Background: an optimization exercise with open tools, aiming at a short achievable clock period and few clock cycles. Do not read the settings as production practice. Function was checked by simulation only, so behaviour that the tests miss may differ from the original. No activity file was given, so power comes from the tool's default toggle rates.

Setup of 09-10:
## cpu
module cpu(
    input clk,
    input reset,
    output [7:0] address,
    input [7:0] from_memory,
    output write,
    output [7:0] to_memory
);
==> module cpu, before the edit <==
module cpu(
    input clk,
    input reset,
    output [7:0] address,
    input [7:0] from_memory,
    output write,
    output [7:0] to_memory
);
    localparam S_OP = 2'd0, S_B1 = 2'd1, S_B2 = 2'd2, S_WR = 2'd3;
    reg [7:0] A;           
    reg [1:0] st;
    reg       wr;
    reg [7:0] R [0:15];
    reg       Z;
    reg       i_ld, i_alu, i_id, i_inc;
    reg [2:0] i_aop;
    reg [3:0] x;
    reg       ex_v;        
    reg       ex_z;        
    reg [2:0] ex_op;       
    reg [3:0] ex_x;
    reg [7:0] ex_a, ex_b;
    assign address  = A;
    assign write    = wr;
    assign to_memory = ex_a;
    reg [7:0] res;
    always @* begin
        case (ex_op)
            3'd1: res = ex_a - ex_b;
            3'd2: res = ex_a & ex_b;
            3'd3: res = ex_a | ex_b;
            3'd4: res = ex_a ^ ex_b;
            3'd5: res = ex_b;
            default: res = ex_a + ex_b;
        endcase
    end
    wire       zf  = Z;
    wire [7:0] r0f = R[0];
    function [7:0] zadj(input [7:0] a);
        if (a[7:4] == 4'hE)
            case (a[3:0])
                4'd0, 4'd3, 4'd6, 4'd9, 4'd12, 4'd15: zadj = 8'hF2;
                4'd1, 4'd4, 4'd7, 4'd10, 4'd13:       zadj = 8'hF0;
                default:                              zadj = 8'hF1;
            endcase
        else
            zadj = a;
    endfunction
    wire in_ram = (A >= 8'h80) && (A < 8'hE0);
    wire [7:0] op = (st == S_WR && in_ram) ? ex_a : from_memory;
    wire op_ld  = (op == 8'h80);
    wire op_alu = (op[7:4] == 4'h9);
    wire op_id  = (op[7:4] == 4'hA);
    wire op_bx  = (op[7:4] == 4'h2) && (op[2:0] == 3'd0 || op[2:0] == 3'd3 || op[2:0] == 3'd4);
    wire br_stall = op_bx && ex_v && (ex_z || ex_x == 4'd0);
    wire op_br  = op_bx && ((op[2:0] == 3'd0) || (op[2:0] == 3'd3 && !zf) || (op[2:0] == 3'd4 && zf));
    wire op_multi = op_ld | op_alu | op_id;
    wire [7:0] a_next3 = zadj(A + 8'd3);
    wire [7:0] a_next1 = zadj(A + 8'd1);
    wire [7:0] a_tgt   = zadj({r0f[6:0], 1'b0});
    wire is_op = (st == S_OP) || (st == S_WR);
    wire [3:0] rsel = (st == S_B1) ? from_memory[3:0] : x;
    wire [7:0] rd   = R[rsel];
    wire [7:0] ry   = R[from_memory[3:0]];
    integer k;
    always @(posedge clk or negedge reset) begin
        if (!reset) begin
            A <= 8'd0; st <= S_OP; wr <= 1'b0; Z <= 1'b0;
            i_ld <= 1'b0; i_alu <= 1'b0; i_id <= 1'b0; i_inc <= 1'b0;
            i_aop <= 3'd0; x <= 4'd0;
            ex_v <= 1'b0; ex_z <= 1'b0; ex_op <= 3'd0; ex_x <= 4'd0;
            ex_a <= 8'd0; ex_b <= 8'd0;
            for (k = 0; k < 16; k = k + 1) R[k] <= 8'd0;
        end else begin
            if (ex_v) begin
                R[ex_x] <= res;
                if (ex_z) Z <= (res == 8'd0);
            end
            ex_v <= 1'b0;
            wr <= 1'b0;
            case (st)
                S_B1: begin
                    x <= from_memory[3:0];
                    ex_a <= rd;
                    if (i_id) begin
                        A <= A + 8'd2;
                        st <= S_WR;
                        wr <= 1'b1;
                        ex_v <= 1'b1; ex_z <= 1'b1; ex_x <= from_memory[3:0];
                        ex_op <= 3'd0;
                        ex_b <= i_inc ? 8'h01 : 8'hFF;
                    end else begin
                        A <= A + 8'd1;
                        st <= S_B2;
                    end
                end
                S_B2: begin
                    A <= a_next1;
                    st <= S_OP;
                    ex_v <= 1'b1; ex_x <= x; ex_a <= rd;
                    ex_z <= i_alu;
                    if (i_ld) begin
                        ex_op <= 3'd5; ex_b <= from_memory;
                    end else begin
                        ex_b <= ry;
                        case (i_aop)
                            3'd1: ex_op <= 3'd1;
                            3'd2: ex_op <= 3'd2;
                            3'd3: ex_op <= 3'd3;
                            3'd4: ex_op <= 3'd4;
                            default: ex_op <= 3'd0;
                        endcase
                    end
                end
                default: begin  
                    i_ld <= op_ld; i_alu <= op_alu; i_id <= op_id;
                    i_inc <= (op == 8'hA0); i_aop <= op[2:0];
                    if (br_stall) begin
                        st <= S_OP;
                    end else if (op_multi) begin
                        A <= A + 8'd1;
                        st <= S_B1;
                    end else begin
                        A <= op_br ? a_tgt : a_next3;
                        st <= S_OP;
                    end
                end
            endcase
        end
    end
endmodule
make LEC_CHECK=0 ABC_CLOCK_PERIOD_IN_PS=2200 CAP_MARGIN=20 CORE_MARGIN=2 CORE_UTILIZATION=40 SETUP_SLACK_MARGIN=4.6 SLEW_MARGIN=20 TNS_END_PERCENT=10 finish   # period 7.0 ns
run.sh (not shown) runs the stock make flow with config.mk's settings and CLKGATE_MAP_FILE= SYNTH_SCRIPT=/design/flow/synth_recipe.tcl, a recipe that flattens the netlist after the stock synthesis.
The final layout from 09-10, which completed every stage, passed the timing, DRC and antenna checks at the end of the flow.
Testbench counts of 09-10, summed over its fixed seeds: cycles 53,510.
Inputs modified between 09-10 and 12-19:
--- a/flow/design.v
+++ b/flow/design.v
@@ -23,15 +23,35 @@
     assign address  = A;
     assign write    = wr;
     assign to_memory = ex_a;
+    wire       cin = (ex_op == 3'd1);
+    wire [7:0] bb  = ex_b ^ {8{cin}};
+    wire [7:0] g0 = ex_a & bb, p0 = ex_a ^ bb;
+    reg  [7:0] G1, P1, G2, P2, G3, P3;
+    integer t;
+    always @* begin
+        for (t = 0; t < 8; t = t + 1) begin
+            if (t % 2 == 1) begin G1[t] = g0[t] | (p0[t] & g0[t-1]); P1[t] = p0[t] & p0[t-1]; end
+            else            begin G1[t] = g0[t]; P1[t] = p0[t]; end
+        end
+        for (t = 0; t < 8; t = t + 1) begin
+            if (t % 4 >= 2) begin G2[t] = G1[t] | (P1[t] & G1[(t/4)*4+1]); P2[t] = P1[t] & P1[(t/4)*4+1]; end
+            else            begin G2[t] = G1[t]; P2[t] = P1[t]; end
+        end
+        for (t = 0; t < 8; t = t + 1) begin
+            if (t >= 4) begin G3[t] = G2[t] | (P2[t] & G2[3]); P3[t] = P2[t] & P2[3]; end
+            else        begin G3[t] = G2[t]; P3[t] = P2[t]; end
+        end
+    end
+    wire [7:0] carry = {G3[6:0] | (P3[6:0] & {7{cin}}), cin};
+    wire [7:0] sum = p0 ^ carry;
     reg [7:0] res;
     always @* begin
         case (ex_op)
-            3'd1: res = ex_a - ex_b;
             3'd2: res = ex_a & ex_b;
             3'd3: res = ex_a | ex_b;
             3'd4: res = ex_a ^ ex_b;
             3'd5: res = ex_b;
-            default: res = ex_a + ex_b;
+            default: res = sum;
         endcase
     end
     wire       zf  = Z;
Findings:
- Highest-delay cell along the critical path = sky130_fd_sc_hd__inv_1: 09-10; highest-delay cell along the critical path = sky130_fd_sc_hd__clkdlybuf4s50_1: 12-19
- Looking at uppermost signal routing layer after detailed routing, the met4 result is from 12-19; the met5 one comes from 09-10.
- Looking at critical path class, the in -> reg result is from 09-10; the reg -> out one comes from 12-19.
- Relative to 09-10, the clock power measured on 12-19 has decreased slightly.
- 12-19 against 09-10: portion of total power attributed to combinational logic picked up an extra 2.4 points, layout overhead on the synthesized area now sits at about the same level, vertical extent of the die shrank by about 0.65%, switching portion of total power increased by 0.65 points relative to the old numbers, fraction of the cycle the final worst path needs rose by 0.61 points.
- 12-19: maximum frequency about 1.4% below 09-10
- The final reports for 12-19 and 09-10 show synthesized area lower in the former.
Testbench counts of 12-19, summed over its fixed seeds: cycles 53,510.

[what the ideal ports hide]
The results above use ideal ports. As a check the final layouts listed here were re-extracted and re-timed, cells and wires unchanged. Step 1 sets driving cells, clkbuf_16 on the clock port and buf_2 on the other inputs (assumed; they add their load-dependent delay and slew). Step 2 adds t to the input delays and takes it off the output delays; t is the mean of the earliest and latest rising clock arrival at the registers after step 1. Input paths then give back, and output paths get back, about the clock's delay inside the block. Slacks: ideal / step 1 / step 2; pairs: ideal / step 1.
run | t, ns | setup slack, ns | worst setup path after step 2 | worst data-port slew with drivers (ns)
09-10 | 0.496 | 3.979 / 3.981 / 3.485 | input to register | 0.16
12-19 | 0.489 | 3.936 / 3.883 / 3.449 | input to register | 0.25
After both steps every run listed still meets setup and hold. The setup slack of 09-10, which loses most, moves by +0.002 ns with the drivers and by -0.494 ns with both steps.
